This design comes from an exercise in tuning for small area, a short achievable clock period and few clock cycles per item on the open sky130 flow, not from production work.
The RTL of this run was laid out without a check of its function.

==> design.v <==
module SNN(
	input            clk,
	input            rst_n,
	input            in_valid,
	input [7:0]      img,
	input [7:0]      ker,
	input [7:0]      weight,
	output reg       out_valid,
	output reg [9:0] out_data
);
integer i, j, k;
reg [2:0] input_img_row;
reg [2:0] input_img_col;
reg [7:0] input_img_reg  [0:2][0:5];
reg [7:0] ker_reg        [0:2][0:2];
reg [7:0] ker_reg_mux    [0:2][0:2];
reg [7:0] weight_reg     [0:1][0:1];
reg       doin_0_or_1;
reg [1:0] input_lut;
reg [7:0] input_conv_img [0:2][0:2];
wire [19:0] conv_out;
reg         conv_valid;
wire        conv_out_valid;
reg [19:0] conv_out_reg;
reg [19:0] conv_out_reg_mux;
reg        conv_out_valid_reg;
reg  [1:0] max_pool_cnt;
reg  [7:0] max_pool [0:1];
wire [7:0] quant_out; 
reg        max_pool_row;
reg        max_pool_valid;
reg [7:0] ker_mux;
reg [7:0] img_mux;
reg        encode_up_or_down;
reg [16:0] fc_res [0:1];
wire [7:0] encode_res_quant_0; 
wire [7:0] encode_res_quant_1; 
reg [7:0] encode_res_four [0:3];
reg [7:0] encode_res_four_mux [0:3];
wire [9:0] before_relu; 
reg encode_valid;
reg delay_in_val, delay_in_val1;
quant_2295 u_quant_2295(
	.conv_out(conv_out_reg),
	.quant_out(quant_out)
);
final_add_four u_final_add_four(
	.encode_res_four({encode_res_four[0], encode_res_four[1], encode_res_four[2], encode_res_four[3]}),
	.before_relu(before_relu)
);
always @(posedge clk or negedge rst_n) begin
	if (!rst_n) begin
		out_valid <= 0;
		delay_in_val <= 0;
		delay_in_val1 <= 0;
	end 
	else begin
		delay_in_val <= in_valid;
		delay_in_val1 <= delay_in_val;
		out_valid <= delay_in_val1 && !delay_in_val;
	end
end
always @(*) begin
	out_data = 0;
	if (out_valid) begin
		if (before_relu >= 16) begin
			out_data = before_relu;
		end
	end
end
always @(posedge clk, negedge rst_n) begin
	if (!rst_n) begin
		doin_0_or_1 <= 0;
	end
	else begin
		if (!doin_0_or_1 && input_img_col == 5 && input_img_row == 3) begin
			doin_0_or_1 <= 1;
		end
		else if (out_valid) begin
			doin_0_or_1 <= 0;
		end
	end
end
always @(*) begin
	if      (input_img_row == 6 || input_img_row == 1) begin
		input_lut = 0;
	end
	else if (input_img_row == 7 || input_img_row == 2) begin
		input_lut = 1;
	end
	else if (input_img_row == 0 || input_img_row == 3) begin
		input_lut = 2;
	end
	else begin
		input_lut = 3;
	end
end
always @(*) begin
	if (in_valid) ker_mux = ker;
	else ker_mux = 0;
end
wire img_clk [0:5];
wire img_cg_en [0:5]; 
assign img_cg_en[0] = !(input_img_col == 0);
assign img_cg_en[1] = !(input_img_col == 1);
assign img_cg_en[2] = !(input_img_col == 2);
assign img_cg_en[3] = !(input_img_col == 3);
assign img_cg_en[4] = !(input_img_col == 4);
assign img_cg_en[5] = !(input_img_col == 5);
always @(*) begin
	if (in_valid) img_mux = img;
	else img_mux = 0;
end
always @(posedge clk) begin
	if (input_img_col == 0) begin
		input_img_reg[input_lut][0] <= img;
	end
end
always @(posedge clk) begin
	if (input_img_col == 1) begin
		input_img_reg[input_lut][1] <= img;
	end
end
always @(posedge clk) begin
	if (input_img_col == 2) begin
		input_img_reg[input_lut][2] <= img;
	end
end
always @(posedge clk) begin
	if (input_img_col == 3) begin
		input_img_reg[input_lut][3] <= img;
	end
end
always @(posedge clk) begin
	if (input_img_col == 4) begin
		input_img_reg[input_lut][4] <= img;
	end
end
always @(posedge clk) begin
	if (input_img_col == 5) begin
		input_img_reg[input_lut][5] <= img;
	end
end
wire fuck_kernel_clk_6;
wire cond_kernel_clk_6 = !(!doin_0_or_1 && input_img_row == 6);
always @(posedge clk) begin
	if (!doin_0_or_1) begin
		if (input_img_row == 6 && input_img_col == 0) begin
			ker_reg[0][0] <= ker;
		end
		if (input_img_row == 6 && input_img_col == 1) begin
			ker_reg[0][1] <= ker;
		end
		if (input_img_row == 6 && input_img_col == 2) begin
			ker_reg[0][2] <= ker;
		end
		if (input_img_row == 6 && input_img_col == 3) begin
			ker_reg[1][0] <= ker;
		end
		if (input_img_row == 6 && input_img_col == 4) begin
			ker_reg[1][1] <= ker;
		end
		if (input_img_row == 6 && input_img_col == 5) begin
			ker_reg[1][2] <= ker;
		end
	end
end
always @(posedge clk) begin
	if (!doin_0_or_1) begin
		if (input_img_row == 7 && input_img_col == 0) begin
			ker_reg[2][0] <= ker;
		end
		if (input_img_row == 7 && input_img_col == 1) begin
			ker_reg[2][1] <= ker;
		end
		if (input_img_row == 7 && input_img_col == 2) begin
			ker_reg[2][2] <= ker;
		end
	end
end
always @(posedge clk) begin
	if (!doin_0_or_1 && input_img_row == 6) begin
		if (input_img_col == 0) begin
			weight_reg[0][0] <= weight;
		end
		if (input_img_col == 1) begin
			weight_reg[0][1] <= weight;
		end
	end
end
always @(posedge clk) begin
	if (!doin_0_or_1 && input_img_row == 6) begin
		if (input_img_col == 2) begin
			weight_reg[1][0] <= weight;
		end
		if (input_img_col == 3) begin
			weight_reg[1][1] <= weight;
		end
	end
end
always @(posedge clk, negedge rst_n) begin
	if (!rst_n) begin
		input_img_col <= 0;
	end
	else begin
		if (in_valid) begin
			if (input_img_col == 5) begin
				input_img_col <= 0;
			end
			else begin
				input_img_col <= input_img_col + 1;
			end
		end
	end
end
always @(posedge clk, negedge rst_n) begin
	if (!rst_n) begin
		input_img_row <= 6;
	end
	else begin
		if (input_img_col == 5) begin
			if (input_img_row == 3) begin
				input_img_row <= 6;
			end
			else begin
				input_img_row <= input_img_row + 1;
			end
		end
	end
end
always @(*) begin
	if (input_img_row[1:0] == 1) begin
		input_conv_img[0][0] = input_img_reg[1][input_img_col-2];
		input_conv_img[0][1] = input_img_reg[1][input_img_col-1];
		input_conv_img[0][2] = input_img_reg[1][input_img_col  ];
		input_conv_img[1][0] = input_img_reg[2][input_img_col-2];
		input_conv_img[1][1] = input_img_reg[2][input_img_col-1];
		input_conv_img[1][2] = input_img_reg[2][input_img_col  ];
		input_conv_img[2][0] = input_img_reg[0][input_img_col-2];
		input_conv_img[2][1] = input_img_reg[0][input_img_col-1];
		input_conv_img[2][2] = img;
	end
	else if (input_img_row[1:0] == 2) begin
		input_conv_img[0][0] = input_img_reg[2][input_img_col-2];
		input_conv_img[0][1] = input_img_reg[2][input_img_col-1];
		input_conv_img[0][2] = input_img_reg[2][input_img_col  ];
		input_conv_img[1][0] = input_img_reg[0][input_img_col-2];
		input_conv_img[1][1] = input_img_reg[0][input_img_col-1];
		input_conv_img[1][2] = input_img_reg[0][input_img_col  ];
		input_conv_img[2][0] = input_img_reg[1][input_img_col-2];
		input_conv_img[2][1] = input_img_reg[1][input_img_col-1];
		input_conv_img[2][2] = img;
	end
	else begin
		input_conv_img[0][0] = input_img_reg[0][input_img_col-2];
		input_conv_img[0][1] = input_img_reg[0][input_img_col-1];
		input_conv_img[0][2] = input_img_reg[0][input_img_col  ];
		input_conv_img[1][0] = input_img_reg[1][input_img_col-2];
		input_conv_img[1][1] = input_img_reg[1][input_img_col-1];
		input_conv_img[1][2] = input_img_reg[1][input_img_col  ];
		input_conv_img[2][0] = input_img_reg[2][input_img_col-2];
		input_conv_img[2][1] = input_img_reg[2][input_img_col-1];
		input_conv_img[2][2] = img;
	end
end
always @(*) begin
		ker_reg_mux[0][0] = ker_reg[0][0];
		ker_reg_mux[0][1] = ker_reg[0][1];
		ker_reg_mux[0][2] = ker_reg[0][2];
		ker_reg_mux[1][0] = ker_reg[1][0];
		ker_reg_mux[1][1] = ker_reg[1][1];
		ker_reg_mux[1][2] = ker_reg[1][2];
		ker_reg_mux[2][0] = ker_reg[2][0];
		ker_reg_mux[2][1] = ker_reg[2][1];
		ker_reg_mux[2][2] = ker_reg[2][2];
end
always @(*) begin
	conv_valid = 0;
	if (input_img_row == 0 || input_img_row == 1 || input_img_row == 2 || input_img_row == 3) begin
		if (input_img_col == 2 || input_img_col == 3 || input_img_col == 4 || input_img_col == 5) begin
			conv_valid = 1;
		end
	end
end
cool_conv u_cool_conv(
	.in_valid  (conv_valid),
	.ker       ({ker_reg_mux[0][0], ker_reg_mux[0][1], ker_reg_mux[0][2], ker_reg_mux[1][0], ker_reg_mux[1][1], ker_reg_mux[1][2], ker_reg_mux[2][0], ker_reg_mux[2][1], ker_reg_mux[2][2]}), 
	.img       ({input_conv_img[0][0], input_conv_img[0][1], input_conv_img[0][2], input_conv_img[1][0], input_conv_img[1][1], input_conv_img[1][2], input_conv_img[2][0], input_conv_img[2][1], input_conv_img[2][2]}), 
	.out_valid (conv_out_valid),
	.out_data  (conv_out)
);
always @(posedge clk) begin
	if (out_valid) begin
		conv_out_reg <= 0;
	end
	else begin
		conv_out_reg <= conv_out;
	end
end
always @(*) begin
	if (conv_out_valid_reg) begin
		conv_out_reg_mux = conv_out_reg;
	end
	else begin
		conv_out_reg_mux = 0;
	end
end
always @(posedge clk, negedge rst_n) begin
	if (!rst_n) begin
		max_pool_cnt <= 0;
	end
	else begin
		if (conv_out_valid_reg) begin
			max_pool_cnt <= max_pool_cnt + 1;
		end
	end
end
always @(posedge clk, negedge rst_n) begin
	if (!rst_n) begin
		conv_out_valid_reg <= 0;
	end
	else begin
		conv_out_valid_reg <= conv_out_valid;
	end
end
always @(posedge clk, negedge rst_n) begin
	if (!rst_n) begin
		max_pool_row <= 0;
	end
	else begin
		if (max_pool_cnt == 3) begin
			max_pool_row <= max_pool_row + 1;
		end
	end
end
always @(posedge clk, negedge rst_n) begin
	if (!rst_n) begin
		max_pool[0] <= 0;
		max_pool[1] <= 0;
	end
	else begin
		if (conv_out_valid_reg) begin
			if (!max_pool_cnt[1]) begin
				if (max_pool[0] < quant_out) begin
					max_pool[0] <= quant_out;
				end
			end
			else begin
				if (max_pool[1] < quant_out) begin
					max_pool[1] <= quant_out;
				end
			end
		end
		else if (max_pool_cnt == 0 && !max_pool_row) begin
			max_pool[0] <= 0;
			max_pool[1] <= 0;
		end
	end
end
always @(*) begin
	max_pool_valid = 0;
	if (max_pool_row && max_pool_cnt == 3) begin
		max_pool_valid = 1;
	end
end
reg [7:0] max_pool_mux [0:1];
reg [7:0] weight_reg_mux [0:1][0:1];
always @(*) begin
	if (encode_valid) begin
		max_pool_mux[0] = max_pool[0];
		max_pool_mux[1] = max_pool[1];
		weight_reg_mux[0][0] = weight_reg[0][0];
		weight_reg_mux[0][1] = weight_reg[0][1];
		weight_reg_mux[1][0] = weight_reg[1][0];
		weight_reg_mux[1][1] = weight_reg[1][1];
	end
	else begin
		max_pool_mux[0] = 0;
		max_pool_mux[1] = 0;
		weight_reg_mux[0][0] = 0;
		weight_reg_mux[0][1] = 0;
		weight_reg_mux[1][0] = 0;
		weight_reg_mux[1][1] = 0;
	end
end
wire [7:0] abb[0:1];
fc u_fc(
	.max_pool  ({max_pool_mux[0], max_pool_mux[1]}),
	.weight_reg({weight_reg_mux[0][0], weight_reg_mux[0][1], weight_reg_mux[1][0], weight_reg_mux[1][1]}),
	.fc_res_quant    ({abb[0], abb[1]})
);
assign encode_res_quant_0 = abb[0];
assign encode_res_quant_1 = abb[1];
always @(posedge clk, negedge rst_n) begin
	if (!rst_n) begin
		encode_up_or_down <= 0;
	end
	else begin
		if (max_pool_valid) begin
			encode_up_or_down <= encode_up_or_down + 1;
		end
	end
end
always @(posedge clk, negedge rst_n) begin
	if (!rst_n) begin
		encode_valid <= 0;
	end
	else begin
		encode_valid <= max_pool_valid;
	end
end
always @(posedge clk) begin
		if (encode_valid) begin
			if (encode_up_or_down == 1) begin
				encode_res_four[0] <= (encode_res_four[0] > encode_res_quant_0) ? encode_res_four[0] - encode_res_quant_0 : encode_res_quant_0 - encode_res_four[0];
				encode_res_four[1] <= (encode_res_four[1] > encode_res_quant_1) ? encode_res_four[1] - encode_res_quant_1 : encode_res_quant_1 - encode_res_four[1];
			end
			else if (encode_up_or_down == 0) begin
				encode_res_four[2] <= (encode_res_four[2] > encode_res_quant_0) ? encode_res_four[2] - encode_res_quant_0 : encode_res_quant_0 - encode_res_four[2];
				encode_res_four[3] <= (encode_res_four[3] > encode_res_quant_1) ? encode_res_four[3] - encode_res_quant_1 : encode_res_quant_1 - encode_res_four[3];
			end
		end
		else if (!delay_in_val1 && delay_in_val) begin
			encode_res_four[0] <= 0;
			encode_res_four[1] <= 0;
			encode_res_four[2] <= 0;
			encode_res_four[3] <= 0;
		end
end
endmodule
module quant_2295(
	input  [19:0] conv_out,
	output reg [7:0] quant_out
);
always @(*) begin
	quant_out = conv_out / 'd2295;
end
endmodule
module final_add_four(
    input  [31:0] encode_res_four,   
    output reg [9:0]  before_relu
);
wire [7:0] e[0:3];
genvar i;
generate
  for (i = 0; i < 4; i = i + 1) begin : UNPACK
    assign e[i] = encode_res_four[8*(3-i) +: 8];
  end
endgenerate
always @(*) begin
    before_relu = e[0] + e[1] + e[2] + e[3];
end
endmodule
module fc(
    input  [15:0] max_pool,     
    input  [31:0] weight_reg,   
    output reg [15:0] fc_res_quant  
);
wire [7:0] mp[0:1];
wire [7:0] w [0:1][0:1];
assign mp[0] = max_pool[15:8];
assign mp[1] = max_pool[ 7:0];
assign w[0][0] = weight_reg[31:24];
assign w[0][1] = weight_reg[23:16];
assign w[1][0] = weight_reg[15: 8];
assign w[1][1] = weight_reg[ 7: 0];
reg [16:0] fc_res[0:1];
always @(*) begin
    fc_res[0] = mp[0] * w[0][0] + mp[1] * w[1][0];
    fc_res[1] = mp[0] * w[0][1] + mp[1] * w[1][1];
    fc_res_quant[15:8] = (fc_res[0] / 'd510);
	fc_res_quant[7:0]  = (fc_res[1] / 'd510);
end
endmodule
module cool_conv(
    input            in_valid,
    input  [71:0]    ker,    
    input  [71:0]    img,    
    output           out_valid,
    output reg [19:0] out_data
);
wire [7:0] ker_[0:2][0:2];
wire [7:0] img_[0:2][0:2];
generate
  genvar r, c;
  for (r = 0; r < 3; r = r + 1) begin: UPK_ROW
    for (c = 0; c < 3; c = c + 1) begin: UPK_COL
      localparam idx = r*3 + c;
      assign ker_[r][c] = ker[(9-idx)*8-1 -: 8];
      assign img_[r][c] = img[(9-idx)*8-1 -: 8];
    end
  end
endgenerate
always @(*) begin
    out_data = 
        (ker_[0][0]*img_[0][0]) + (ker_[0][1]*img_[0][1]) + (ker_[0][2]*img_[0][2]) +
        (ker_[1][0]*img_[1][0]) + (ker_[1][1]*img_[1][1]) + (ker_[1][2]*img_[1][2]) +
        (ker_[2][0]*img_[2][0]) + (ker_[2][1]*img_[2][1]) + (ker_[2][2]*img_[2][2]);
end
assign out_valid = in_valid;
endmodule
==> run.sh <==
#!/bin/bash
# synth_recipe.tcl (not shown) runs the flow's synth.tcl, then flattens the netlist and writes it again
# the make line also repeats each setting of config.mk as NAME=value (left out here)
make -C /OpenROAD-flow-scripts/flow DESIGN_CONFIG=/design/flow/config.mk WORK_HOME=/design/flow/orfs CLKGATE_MAP_FILE= SYNTH_SCRIPT=/design/flow/synth_recipe.tcl finish
==> config.mk <==
export PLATFORM = sky130hd
export DESIGN_NAME = SNN
export DESIGN_NICKNAME = SNN
export VERILOG_FILES = /design/flow/design.v
export SDC_FILE = /design/flow/constraint.sdc
export NUM_CORES = 4
export LEC_CHECK = 0
export CAP_MARGIN = 20
export CORE_MARGIN = 2
export CORE_UTILIZATION = 40
export SLEW_MARGIN = 20
==> constraint.sdc <==
create_clock -name core_clock -period 16.0 [get_ports {clk}]
set_input_delay 3.2000 -clock core_clock [delete_from_list [all_inputs] [get_ports {clk}]]
set_output_delay 3.2000 -clock core_clock [all_outputs]
set_load 0.01 [all_outputs]
==> notes.md <==
==> kinds of logic after synthesis <==
group | after synthesis | synth area share, %
compound gates | 1161 | 13.3
xor+xnor | 295 | 4.48
fa+ha+maj | 1239 | 34.4
buf+inv | 1161 | 7.53
flops | 332 | 16.6
mux | 322 | 7.47
simple gates | 1841 | 16.2
==> metal layers <==
metal	GRT usage (%)	vias to the layer above	wire length [microns]
li1	-	21600	-
met1	29.9	22800	71600
met2	36.4	1220	76800
met3	2.20	207	8890
met4	5.49	2	4280
met5	0	-	15
==> synth_stat cells (all sizes together), types with 94 or more instances <==
cell / n / area, sq um
a21oi: 385 / 1960
and2: 301 / 1880
and3: 234 / 1460
clkbuf: 155 / 582
edfxtp: 280 / 8410
fa: 598 / 12000
ha: 634 / 7930
inv: 960 / 3600
mux2i: 162 / 1630
nand2: 537 / 2020
nand3: 99 / 500
nor2: 298 / 1120
nor2b: 94 / 588
o21ai: 171 / 856
o21bai: 125 / 938
xnor2: 237 / 2080
==> worst max-delay path, delay by kind of cell (launching register included) <==
family	cells	cell delay (ns)
AO/OA/AOI/OAI	26	6.14
adder cells (fa/ha/maj)	8	3.07
buffers and inverters	7	0.84
flip-flops	1	0.52
multiplexers	1	0.16
AND/OR/NAND/NOR	18	3.56
XOR/XNOR	3	0.50
==> through the flow <==
stage | hold WS [ns] | utilization [%]
3_5_place_dp | 0.418 | 42.3
6_report | 0.444 | 43.6
4_1_cts | 0.444 | 43.3
5_1_grt | 0.439 | 43.6
3_3_place_gp | 0.417 | 42.3
2_1_floorplan | 0.367 | -
==> what timing repair did <==
| action | CTS | global route |
|---|---|---|
| setup endpoints to repair | 0 | 18 |
| hold buffers | 0 | 0 |
| resized for setup | 0 | 38 |
| hold endpoints to repair | 0 | 0 |
| buffers inserted | 0 | 14 |
==> worst max-delay path by stage <==
stage | slack, ns | depth (start not counted) | end | from
after floorplan | 1.25 | 65 | encode_res_four[1][5]$_SDFFCE_PN0P_ | encode_valid$_DFF_PN0_
after global placement | 0.50 | 63 | encode_res_four[2][5]$_SDFFCE_PN0P_ | encode_valid$_DFF_PN0_
after detailed placement | 0.21 | 63 | encode_res_four[2][5]$_SDFFCE_PN0P_ | encode_valid$_DFF_PN0_
after CTS | 0.16 | 63 | encode_res_four[2][5]$_SDFFCE_PN0P_ | encode_valid$_DFF_PN0_
after global routing | -0.06 | 63 | encode_res_four[2][5]$_SDFFCE_PN0P_ | encode_valid$_DFF_PN0_
final | 0.97 | 63 | encode_res_four[2][5]$_SDFFCE_PN0P_ | encode_valid$_DFF_PN0_
==> final cells by class <==
cell class / instances / area share [%]
Multi-Input combinational cell: 4858 / 70.7
Sequential cell: 332 / 15.4
Inverter: 966 / 5.79
Tap cell: 1903 / 3.80
Timing Repair Buffer: 132 / 1.86
Clock buffer: 50 / 1.82
Clock inverter: 29 / 0.637
Antenna cell: 2 / 0.00799
==> results.json <==
{
  "core_sq_um": 144000,
  "dp_hpwl_mm": 129,
  "grt_pass1_wl_mm": 255,
  "timing.final.hold_violations": 0,
  "crit_arrival_ns": 15.41,
  "tns_ns": 0,
  "die_width_microns": 385,
  "multi_input_area_sq_um": 44300,
  "drt-initial-drc-count": 3538,
  "cts_made_buffers": 43,
  "max_slew_margin_pct": 16.5,
  "critPathLaunchType": "flop",
  "min_from": "delay_in_val$_DFF_PN0_",
  "worstSetupEndpointType": "flop",
  "mostFrequentLayoutCell": "inv_1",
  "vias_per_cell": 5.55,
  "synthCells": 6351,
  "cts-root-buf": "clkbuf_16",
  "ys_seq_area_share_pct": 16.6,
  "path_max_fanout": 83,
  "syn_to_final_growth_pct": 7.92,
  "nets": 7592,
  "worstPathRequired_ns": 16.38,
  "syn_area_sq_um": 58100,
  "cap_violations": 0,
  "syn_nets": 7610,
  "synthDistinctLibCells": 114,
  "yosys_warnings": 14,
  "firstDrtPassIters": 6,
  "reg2reg_depth": 63,
  "drc": 0,
  "hold_path_depth": 0,
  "min_to": "delay_in_val1$_DFF_PN0_",
  "drive_gt1_share_pct": 7.11,
  "io_pins": 38,
  "final_cell_mix": "inv_1 (958), ha_1 (630), fa_1 (598), nand2_1 (536), a21oi_1 (374)",
  "slowest_delay_ns": 0.54,
  "drv_slew": 0,
  "critPathSlowestCell": "fa_1",
  "clock_sinks": 332,
  "io_buffers": 37,
  "yosys_register_bits": 332,
  "clk-insertion-delay-late_ns": 0.63,
  "fin_crit_ns": 15.03,
  "postRouteAntennaNets": 0,
  "cts_tree": "built",
  "ff_latch_area_sq_um": 9620,
  "fin_crit_sh_pct": 93.9,
  "grt_pass1_vias": 45500,
  "syn_area_per_cell_sq_um": 9.14,
  "min_path_type": "reg -> reg",
  "gp_congestion": 0.923,
  "r2r_slack_ns": 0.97,
  "setup_violations": 0,
  "ctsHtreeMaxLevel": 2,
  "crit_top_cell": "fa_1",
  "grt_max_degree": 167,
  "ys.flop_type": "edfxtp_1",
  "start_util_pct": 40.4,
  "dp_cells": 8176,
  "grt_usage_pct": 21.7,
  "critPathKind": "reg -> reg",
  "fill_cells": 13900,
  "reg2reg_from": "encode_valid$_DFF_PN0_",
  "async_flop_share_pct": 9.64,
  "antenna_found_initial": 5,
  "route.detailed.wl_per_inst_microns": 19.5,
  "place_ws_ns": 0.206,
  "status": "timing/DRC/antenna clean",
  "routed_wl_mm": 162,
  "fin_ws_ns": 0.971,
  "clkTransAtPathRegs_ns": 0.06,
  "layoutNonFillerInstCount": 8272,
  "synth_edf_count": 280,
  "routed-via-count": 45900,
  "r2r_end": "encode_res_four[2][5]$_SDFFCE_PN0P_",
  "die-area_sq_um": 148000,
  "grt-ovfl-total": 0,
  "worst_slew_pin_slew_ns": 1.25,
  "fin_worst_skew_ns": 0.0288,
  "die_y_microns": 385,
  "cts_buffer_depth": 3,
  "final_area_sq_um": 62700,
  "largest_reg_flops": 144,
  "postPlaceCellArea_sq_um": 60800,
  "num_rows": 139,
  "fmax_mhz": 66.5
}

-- re-timing with driven ports --
In the flow no input, the clock included, has a driving cell. The finished layout below was timed again as built, in two steps. Step 1: set_driving_cell puts a clkbuf_16 on clk and a buf_2 on each other input, an assumption about the parent block. Step 2 times the ports against the registers' clock, not the clock port: input delays grow and output delays shrink by t, the midpoint of the rising clock arrivals with the driver on. a / b / c = ideal ports / drivers / drivers and shift; a / b = the first two.
t (ns): 0.696
slack for setup (ns): 0.971 / 0.971 / 0.971
worst setup path after step 2: register to register
latest minus earliest clock arrival (ns): 0.029 / 0.029
worst slew at a driven data input, ns: 0.04
After both steps this run still meets setup and hold. For this run, drivers alone change the setup slack by 0.000 ns; drivers and shift together by 0.000 ns.
